What follows belongs to an exercise in optimizing a design on an open flow for small area, a short achievable clock period and few clock cycles per item; a production flow would make more cautious choices.
RTL that was checked went through simulation tests only; none was proved equivalent to the original.
Power and IR drop assume default switching activity.

## harbor
Design vector_divider, start of the top module:
module vector_divider #(
    parameter RAM_SIZE = 10,
    parameter N = 5,
    parameter NBITS = 32
)(
    input clock,
    input reset,
    output [RAM_SIZE-1:0] Addr,
    output [NBITS-1:0] Wdata,
    input [NBITS-1:0] Rdata,
    input [RAM_SIZE-1:0] Ndata,
    output Wenable,
    input startvd,
    output reg busyvd
);
Size: about 790 cells after synthesis, roughly 120 flip-flops, ~0.0070 mm^2 of cells after synthesis.
==> flow/config.mk <==
export PLATFORM = sky130hd
export DESIGN_NAME = vector_divider
export DESIGN_NICKNAME = vector_divider
export VERILOG_FILES = /design/flow/design.v
export SDC_FILE = /design/flow/constraint.sdc
export NUM_CORES = 4
export LEC_CHECK = 0
export CAP_MARGIN = 20
export CORE_MARGIN = 2
export CORE_UTILIZATION = 40
export CTS_BUF_LIST = sky130_fd_sc_hd__clkbuf_8
export SETUP_SLACK_MARGIN = 1.3
export SLEW_MARGIN = 20
==> flow/constraint.sdc <==
create_clock -name core_clock -period 4.5 [get_ports {clock}]
set_input_delay 0.9000 -clock core_clock [delete_from_list [all_inputs] [get_ports {clock}]]
set_output_delay 0.9000 -clock core_clock [all_outputs]
set_load 0.01 [all_outputs]
standard.sh (not shown) runs the stock make flow with config.mk's settings and CLKGATE_MAP_FILE= SYNTH_SCRIPT=/design/flow/synth_recipe.tcl, a recipe that flattens the netlist after the stock synthesis.
==> flow/flow/run.sh <==
#!/bin/bash
cd "$(dirname "$0")/.."
cp standard.sh standard_sh_copy.log
export BUFFER_PORTS_ARGS="-buffer_cell sky130_fd_sc_hd__buf_1"
bash standard.sh > standard_run.log 2>&1
Testbench counts of harbor, summed over its fixed seeds: cycles 7,930, items 700.
> inputs changed (harbor -> ember)
Settings: SETUP_SLACK_MARGIN now 1.0, was 1.3.
==> comparison <==
- Of ember and harbor, it is ember that has the lower wire length of the first global-routing pass.
- harbor was routed with more vias than ember.
- There was hardly any difference in switching share of power between ember and harbor.
- From harbor to ember the numbers moved as follows: critical path data required time went up 20 ps, fmax decreased by 4.9% relative to the old numbers.
- On ember: non-clock buffer count is 7.4% lower than what harbor gave.
- The setup clock skew after layout on ember is in line with that on harbor.
The following lists how raven was set up differently from ember:
Settings: CTS_BUF_LIST no longer set, was sky130_fd_sc_hd__clkbuf_8; SETUP_SLACK_MARGIN now 1.3, was 1.0; CORE_UTILIZATION now 50, was 40.
==> flow/flow/run.sh <==
#!/bin/bash
cd "$(dirname "$0")/.."
export BUFFER_PORTS_ARGS="-buffer_cell sky130_fd_sc_hd__buf_1"
export CTS_ARGS="-sink_clustering_enable -repair_clock_nets -buf_list sky130_fd_sc_hd__clkbuf_8 -dont_use_dummy_load"
bash standard.sh > standard_run.log 2>&1
--- outcome ---
ember finished end to end and its layout was clean on timing, DRC and antenna. raven reached the final stage; the timing, design-rule and antenna checks on its layout passed. Re area of the mapped netlist: no difference whatsoever between ember and raven. When raven is measured against ember, its routed wire length turns out 0.55% lower. Shortest period the worst path allows: raven better than ember. | share of power burned in combinational logic | higher: raven |. The part of the total power dissipated in the clock network of raven falls short of that of ember by 8.7 points. Total of plain and repair buffers excluding clock buffers for raven: about 8% up relative to ember. Compared with ember, raven shows a higher sequential portion of the cell area. Global-route wire length before repair in raven is about 0.6% lower than in ember. In the floorplan summary, raven is listed with a die area less than that of ember. Stage delay of the slowest cell on the critical path: ember vs raven, no meaningful difference. Power dissipated in sequential cells: ember vs raven — no meaningful difference.
Input-level comparison between juniper and raven:
Settings: a change of CORE_UTILIZATION from 50 to 40; an added CTS_BUF_LIST of sky130_fd_sc_hd__clkbuf_8.
## What came out
- Global-route usage in juniper is 4.5 points lower than in raven
- The die outline height number comes out higher for juniper vs raven.
- Per the comparison of juniper with raven, relative slew slack grew by 15 points; cell count grew by 4.2%.

* * *

## the reference run
vector_divider, a different RTL version from the one above (not shown whole).
Size in the first run: about 120 flip-flops, ~89 I/O pins.
==> flow/config.mk <==
export PLATFORM = sky130hd
export DESIGN_NAME = vector_divider
export DESIGN_NICKNAME = vector_divider
export VERILOG_FILES = /design/flow/design.v
export SDC_FILE = /design/flow/constraint.sdc
export NUM_CORES = 4
export LEC_CHECK = 0
export CAP_MARGIN = 20
export CORE_MARGIN = 2
export CORE_UTILIZATION = 40
export CTS_BUF_LIST = sky130_fd_sc_hd__clkbuf_8
export SETUP_SLACK_MARGIN = 1.3
export SLEW_MARGIN = 20
==> flow/constraint.sdc <==
create_clock -name core_clock -period 4.5 [get_ports {clock}]
set_input_delay 0.9000 -clock core_clock [delete_from_list [all_inputs] [get_ports {clock}]]
set_output_delay 0.9000 -clock core_clock [all_outputs]
set_load 0.01 [all_outputs]
==> flow/flow/run.sh <==
#!/bin/bash
cd "$(dirname "$0")/.."
export BUFFER_PORTS_ARGS="-buffer_cell sky130_fd_sc_hd__buf_1"
export CTS_ARGS="-sink_clustering_enable -repair_clock_nets -buf_list sky130_fd_sc_hd__clkbuf_8 -dont_use_dummy_load"
bash standard.sh > standard_run.log 2>&1
[inputs] the trial run vs the reference run
==> flow/flow/run.sh <==
#!/bin/bash
cd "$(dirname "$0")/.."
export BUFFER_PORTS_ARGS="-buffer_cell sky130_fd_sc_hd__buf_1"
export CTS_ARGS="-sink_clustering_enable -repair_clock_nets -root_buf sky130_fd_sc_hd__clkbuf_8 -buf_list sky130_fd_sc_hd__clkbuf_4 -dont_use_dummy_load"
bash standard.sh > standard_run.log 2>&1
==> summary.txt <==
- Relative to the reference run, post-route clock period utilization decreased by 0.29 points in the trial run.
- The reference run → the trial run: core utilization shows a reduction of 0.54 points; combinational cell fraction of total power went up by 1.6 points; maximum frequency rose 0.0013 GHz.
No run of this note included a check of the RTL's function; only the layout flow was run.

* * *

vector_divider, a different RTL version from the one above (not shown whole).
Size: roughly 720 cells after synthesis, roughly 120 flip-flops, roughly 89 I/O pins, ~0.0068 mm² of cells after synthesis.
==> flow/config.mk <==
export PLATFORM = sky130hd
export DESIGN_NAME = vector_divider
export DESIGN_NICKNAME = vector_divider
export VERILOG_FILES = /design/flow/design.v
export SDC_FILE = /design/flow/constraint.sdc
export NUM_CORES = 4
export LEC_CHECK = 0
export CAP_MARGIN = 20
export CORE_MARGIN = 2
export CORE_UTILIZATION = 40
export PLACE_DENSITY = 0.7
export SETUP_SLACK_MARGIN = 1.3
export SLEW_MARGIN = 20
==> flow/constraint.sdc <==
create_clock -name core_clock -period 4.5 [get_ports {clock}]
set_input_delay 0.9000 -clock core_clock [delete_from_list [all_inputs] [get_ports {clock}]]
set_output_delay 0.9000 -clock core_clock [all_outputs]
set_load 0.01 [all_outputs]
==> flow/flow/run.sh <==
#!/bin/bash
cd "$(dirname "$0")/.."
export BUFFER_PORTS_ARGS="-buffer_cell sky130_fd_sc_hd__buf_1"
export CTS_ARGS="-sink_clustering_enable -repair_clock_nets -buf_list sky130_fd_sc_hd__clkbuf_8 -dont_use_dummy_load"
export REMOVE_ABC_BUFFERS=1
bash standard.sh > standard_run.log 2>&1
The first run finished clean.
==> next run, changes <==
PLACE_DENSITY = default   (was 0.7)
SETUP_SLACK_MARGIN = 1.5   (was 1.3)
Outcome:
- die area stays the same
- power goes up by 2.5%
- sequential power stays flat
- clock skew is about the same
- core utilization grows by 1.0 points
- worst hold slack gains 5.0 ps
- clock-buffer cell count is unchanged
- non-clock buffer count goes up by 7
- routed wire length is higher by 0.77%
- setup slack loses 74 ps
- via count climbs by 1.2%
==> next run, changes <==
CTS_BUF_LIST = sky130_fd_sc_hd__clkbuf_8   (was default)
SETUP_SLACK_MARGIN = 1.3   (was 1.5)
After rerunning: Routed wire length goes down by a few percent; power decreases by a few percent; hold slack stays flat; worst setup slack is better by 7.2 ps; clock skew stays flat; flip-flop and latch count is unchanged; global-route usage is lower by 0.44 points; clock-buffer cell count stays the same; design area is lower by a few percent.
Function was not checked in any run of this note: the RTL went through the layout flow alone.

* * *

## run A
Another version of the RTL of vector_divider (not shown whole).
For scale: ~860 cells after synthesis, roughly 120 flip-flops, ~89 I/O pins.
Settings: LEC_CHECK=0, CAP_MARGIN=20, CORE_MARGIN=2, CORE_UTILIZATION=40, SETUP_SLACK_MARGIN=1.0, SLEW_MARGIN=20; clock period 4.5 ns.
Scripts as last shown in full above: flow/flow/run.sh
Run A: flow completed, timing, DRC and antenna clean
What run B does differently from run A at the input level:
- CTS_BUF_LIST newly set to sky130_fd_sc_hd__clkbuf_8
- SETUP_SLACK_MARGIN changed from 1.0 to 1.3
## What came out
- Final-layout fill cell count (run B over run A): decrease, 10
- The via count number comes out higher for run B vs run A.
- Taking run A as the reference, in run B utilization higher; required time of the critical path shows no meaningful change; portion of total power attributed to combinational logic increased 2.3 points; worst path setup slack after routing went up by 150 ps; total power moved up.
- Diff run A -> run B | layout net count | increase of 15
The inputs of run C differ from those of run B as listed below.
- CTS_BUF_LIST removed (was sky130_fd_sc_hd__clkbuf_8)
- SETUP_SLACK_MARGIN changed from 1.3 to 1.15
Findings:
- Run B → run C: clock period minus worst slack increased 110 ps, total power consumption of the routed design decreased about 2.5%, final setup slack of the worst path decreased 110 ps, violation count after the first detailed-route iteration increased 14, wire length on met3 essentially unchanged.
- The capture point of the critical path comes out R[2] in one run and R[27] in the other, namely in run C and run B respectively.
- Run C vs run B, combinational fraction of design power went down by 1.2 points.
- Status: power density of the placed cells parity (run B, run C)
- Higher sequential share of layout area among run B and run C: run C
Function was not checked in any run of this note: the RTL went through the layout flow alone.

* * *

run 1:
vector_divider with an RTL version that a note above also has.
Size: ~790 cells after synthesis, ~120 flip-flops, ~89 I/O pins.
## vector_divider
module vector_divider #(
    parameter RAM_SIZE = 10,
    parameter N = 5,
    parameter NBITS = 32
)(
    input clock,
    input reset,
    output [RAM_SIZE-1:0] Addr,
    output [NBITS-1:0] Wdata,
    input [NBITS-1:0] Rdata,
    input [RAM_SIZE-1:0] Ndata,
    output Wenable,
    input startvd,
    output reg busyvd
);
localparam RX = 4;            
localparam XW = 32 + RX;      
localparam [3:0] IDLE = 4'b1000,
                 P1   = 4'b1001,    
                 P2   = 4'b1010,    
                 E    = 4'b1011,    
                 C1   = 4'b0000,    
                 C2   = 4'b1100,    
                 W1   = 4'b1101,    
                 D1   = 4'b0100,    
                 W2   = 4'b0101;    
reg [3:0] state, nstate;
reg first;
reg [8:0] h;
reg [31:0] R, Q;
reg [XW-1:0] X;
reg [5:0] j;
wire [31:0] diff;
wire nb;
cmpsub #(.W(32)) u_sub (.a(R), .b(X[31:0]), .d(diff), .c(nb));
wire ge = nb & ~|X[XW-1:32];
wire ph1 = (state == D1) | (state == P1);
wire shl = ge & ~j[5];                  
wire [8:0] h1 = h + 9'd1;
wire last = (h1 == Ndata[8:0]);         
wire done2 = (j == 6'd0);
wire alo = state[3];
wire we = state[2];
assign Addr = {we ? h : h1, alo};
assign Wdata = alo ? R : Q;
assign Wenable = we & ~first;
always @(*) begin
    nstate = state;
    case (state)
        IDLE: if (startvd) nstate = C1;
        C1:   nstate = C2;
        C2:   nstate = D1;
        D1:   nstate = shl ? P1 : E;
        P1:   if (!shl) nstate = P2;
        P2:   if (done2) nstate = last ? W1 : C1;
        E:    nstate = last ? W1 : C1;
        W1:   nstate = W2;
        W2:   nstate = IDLE;
        default: nstate = IDLE;
    endcase
end
always @(posedge clock) begin
    if (reset) begin
        state <= IDLE;
        h <= 9'h1ff;
        first <= 1'b0;
        busyvd <= 1'b0;
    end else begin
        state <= nstate;
        busyvd <= (nstate != IDLE);
        if (state == IDLE && startvd)
            first <= 1'b1;
        if (state == D1) begin
            h <= h1;
            first <= 1'b0;
        end
        if (state == W2)
            h <= 9'h1ff;
    end
end
always @(posedge clock) begin
    if (state == C1)
        X <= {{RX-1{1'b0}}, Rdata, 1'b0};
  ...
==> flow/config.mk <==
export PLATFORM = sky130hd
export DESIGN_NAME = vector_divider
export DESIGN_NICKNAME = vector_divider
export VERILOG_FILES = /design/flow/design.v
export SDC_FILE = /design/flow/constraint.sdc
export NUM_CORES = 4
export LEC_CHECK = 0
export CAP_MARGIN = 20
export CORE_MARGIN = 2
export CORE_UTILIZATION = 40
export SETUP_SLACK_MARGIN = 1.5
export SLEW_MARGIN = 20
==> flow/constraint.sdc <==
create_clock -name core_clock -period 4.5 [get_ports {clock}]
set_input_delay 0.9000 -clock core_clock [delete_from_list [all_inputs] [get_ports {clock}]]
set_output_delay 0.9000 -clock core_clock [all_outputs]
set_load 0.01 [all_outputs]
==> flow/flow/run.sh <==
#!/bin/bash
cd "$(dirname "$0")/.."
export BUFFER_PORTS_ARGS="-buffer_cell sky130_fd_sc_hd__buf_1"
export CTS_ARGS="-sink_clustering_enable -repair_clock_nets -buf_list sky130_fd_sc_hd__clkbuf_8 -dont_use_dummy_load"
bash standard.sh > standard_run.log 2>&1
Every stage of the flow completed for run 1, and the final layout passed the timing, design-rule and antenna checks.
Testbench counts of run 1, summed over its fixed seeds: cycles 7,930, items 700.
Modified inputs, run 2 compared to run 1
- SETUP_SLACK_MARGIN now 1.4, was 1.5
--- a/flow/flow/run.sh
+++ b/flow/flow/run.sh
@@ -3,3 +3,4 @@
 export BUFFER_PORTS_ARGS="-buffer_cell sky130_fd_sc_hd__buf_1"
 export CTS_ARGS="-sink_clustering_enable -repair_clock_nets -buf_list sky130_fd_sc_hd__clkbuf_8 -dont_use_dummy_load"
+export REMOVE_ABC_BUFFERS=1
 bash standard.sh > standard_run.log 2>&1
==> summary.txt <==
Run 2: flow completed, timing, DRC and antenna clean
Summary of run 2 over run 1: maximum frequency has decreased; design internal power increased by 0.34% relative to the old numbers; routability-driven placement congestion ratio lost 0.0086; number of buffers outside the clock class in the layout went down.
Top layer reached by signal wires: met4 -> run 2, met5 -> run 1
diff inputs: run 2 => run 3
- PLACE_DENSITY: unset -> 0.8
- SETUP_SLACK_MARGIN: 1.4 -> 1.3
==> flow/flow/run.sh <==
#!/bin/bash
cd "$(dirname "$0")/.."
export BUFFER_PORTS_ARGS="-buffer_cell sky130_fd_sc_hd__buf_1"
export CTS_ARGS="-sink_clustering_enable -repair_clock_nets -buf_list sky130_fd_sc_hd__clkbuf_8 -dont_use_dummy_load"
bash standard.sh > standard_run.log 2>&1
Number of fill cells: run 2 and run 3 compared, higher one is run 2
[run 3] final setup slack of the worst path fell 0.029 ns relative to run 2
Delta(utilization, run 3 - run 2) < 0
Compared with run 2, in run 3 sequential cell area held steady, fraction of final layout cells sized beyond drive strength 1 shrank by 3.0 points, non-clock buffer count shrank by 6.3%.
Relative to run 2, the final cell area reported for run 3 is lower.
Sequential cell count delta (run 2 -> run 3): insignificant
Delta(final period utilization, run 3 - run 2) > 0
Of the two values seen for end of the critical path, R[22]$_DFFE_PP_ was produced by run 2 and R[21]$_DFFE_PP_ by run 3.
Higher register-to-register slack was reported by run 2, not run 3.
Internal power down about 1.4% in run 3 wrt run 2
> inputs changed (run 3 -> run 4)
- a deleted PLACE_DENSITY that had been 0.8
- an added CTS_BUF_LIST of sky130_fd_sc_hd__clkbuf_8
--- a/flow/flow/run.sh
+++ b/flow/flow/run.sh
@@ -3,3 +3,4 @@
 export BUFFER_PORTS_ARGS="-buffer_cell sky130_fd_sc_hd__buf_1"
 export CTS_ARGS="-sink_clustering_enable -repair_clock_nets -buf_list sky130_fd_sc_hd__clkbuf_8 -dont_use_dummy_load"
+export RECOVER_POWER=100
 bash standard.sh > standard_run.log 2>&1
- In summary, run 4 completed successfully, with a layout that passed the timing, design-rule and antenna checks.
- In the tables for run 3 and run 4, worst-case register-to-register setup slack reads higher with run 3.
- The portion of total power attributed to the clock network in run 4 was higher than what run 3 gave.
- Run 4: register share of total power 0.5 points above run 3
- The maximum clock frequency of run 4 is lower than that of run 3.
- Between run 3 and run 4, the final wirelength does not differ in any meaningful way.
- Summary of run 4 over run 3: total power now smaller; time the final worst path needs with I/O delays and setup now larger; power share of the combinational group now smaller.
diff inputs: run 4 => run 5
==> flow/flow/run.sh <==
#!/bin/bash
cd "$(dirname "$0")/.."
export BUFFER_PORTS_ARGS="-buffer_cell sky130_fd_sc_hd__buf_1"
export CTS_ARGS="-sink_clustering_enable -repair_clock_nets -root_buf sky130_fd_sc_hd__clkbuf_8 -buf_list sky130_fd_sc_hd__clkbuf_4 -dont_use_dummy_load"
bash standard.sh > standard_run.log 2>&1
Findings:
Diff run 4..run 5 | clock buffer instance count of the final layout | unchanged. Taking run 4 as the reference, in run 5 power now smaller; sequential cell fraction of total power now larger; critical path buffer and inverter count comparable; number of vias in the routed layout now smaller. Layout buffering overhead excluding clock cells, run 4 and run 5, lower one = run 4. Reported for run 4 and run 5, total iterations of the first detailed-routing run turned out identical to the last digit. The met3 global-route usage was comparable across run 4 and run 5. Of run 4 and run 5, the lower clock transition time at the flip-flop clock pins of the worst setup and hold paths belongs to run 4.

[port drivers added, routing unchanged]
The flow's constraints put no driver on any port. The routed layouts listed below were extracted and timed again, unchanged, in two steps. Step 1 assumes that a clkbuf_16 drives the clock port and a buf_2 every other input. Step 2 moves the port delays by t, midway between the first and last clock arrival at a register: inputs arrive t later, outputs are due t later. That takes back most of the time a late clock gives input paths. Three values: no drivers, after step 1, after step 2; two values: the first two.
run | t, ns | setup slack, ns | hold slack, ns
harbor | 0.479 | 1.379 / 1.379 / 1.379 | 0.442 / 0.442 / 0.442
ember | 0.484 | 1.218 / 1.218 / 1.218 | 0.442 / 0.442 / 0.442
raven | 0.471 | 1.386 / 1.386 / 1.386 | 0.450 / 0.450 / 0.450
juniper | 0.474 | 1.400 / 1.400 / 1.400 | 0.429 / 0.429 / 0.429
the reference run | 0.467 | 1.326 / 1.290 / 1.373 | 0.452 / 0.452 / 0.452
the trial run | 0.442 | 1.339 / 1.305 / 1.392 | 0.447 / 0.447 / 0.447
the first run of note 3 | 0.477 | 1.315 / 1.315 / 1.315 | 0.450 / 0.450 / 0.450
the second run of note 3 | 0.465 | 1.241 / 1.241 / 1.241 | 0.455 / 0.455 / 0.455
the third run of note 3 | 0.467 | 1.248 / 1.248 / 1.248 | 0.454 / 0.454 / 0.454
run A | 0.468 | 1.148 / 1.148 / 1.148 | 0.455 / 0.455 / 0.455
run B | 0.474 | 1.297 / 1.297 / 1.297 | 0.457 / 0.457 / 0.457
run C | 0.474 | 1.191 / 1.191 / 1.191 | 0.455 / 0.455 / 0.455
run 1 | 0.470 | 1.435 / 1.435 / 1.435 | 0.442 / 0.442 / 0.442
run 2 | 0.474 | 1.418 / 1.418 / 1.418 | 0.446 / 0.446 / 0.446
run 3 | 0.467 | 1.389 / 1.389 / 1.389 | 0.451 / 0.451 / 0.451
run 4 | 0.478 | 1.029 / 1.029 / 1.029 | 0.431 / 0.431 / 0.431
run 5 | 0.447 | 1.340 / 1.340 / 1.340 | 0.428 / 0.428 / 0.428
After both steps setup and hold are still met in every run listed.
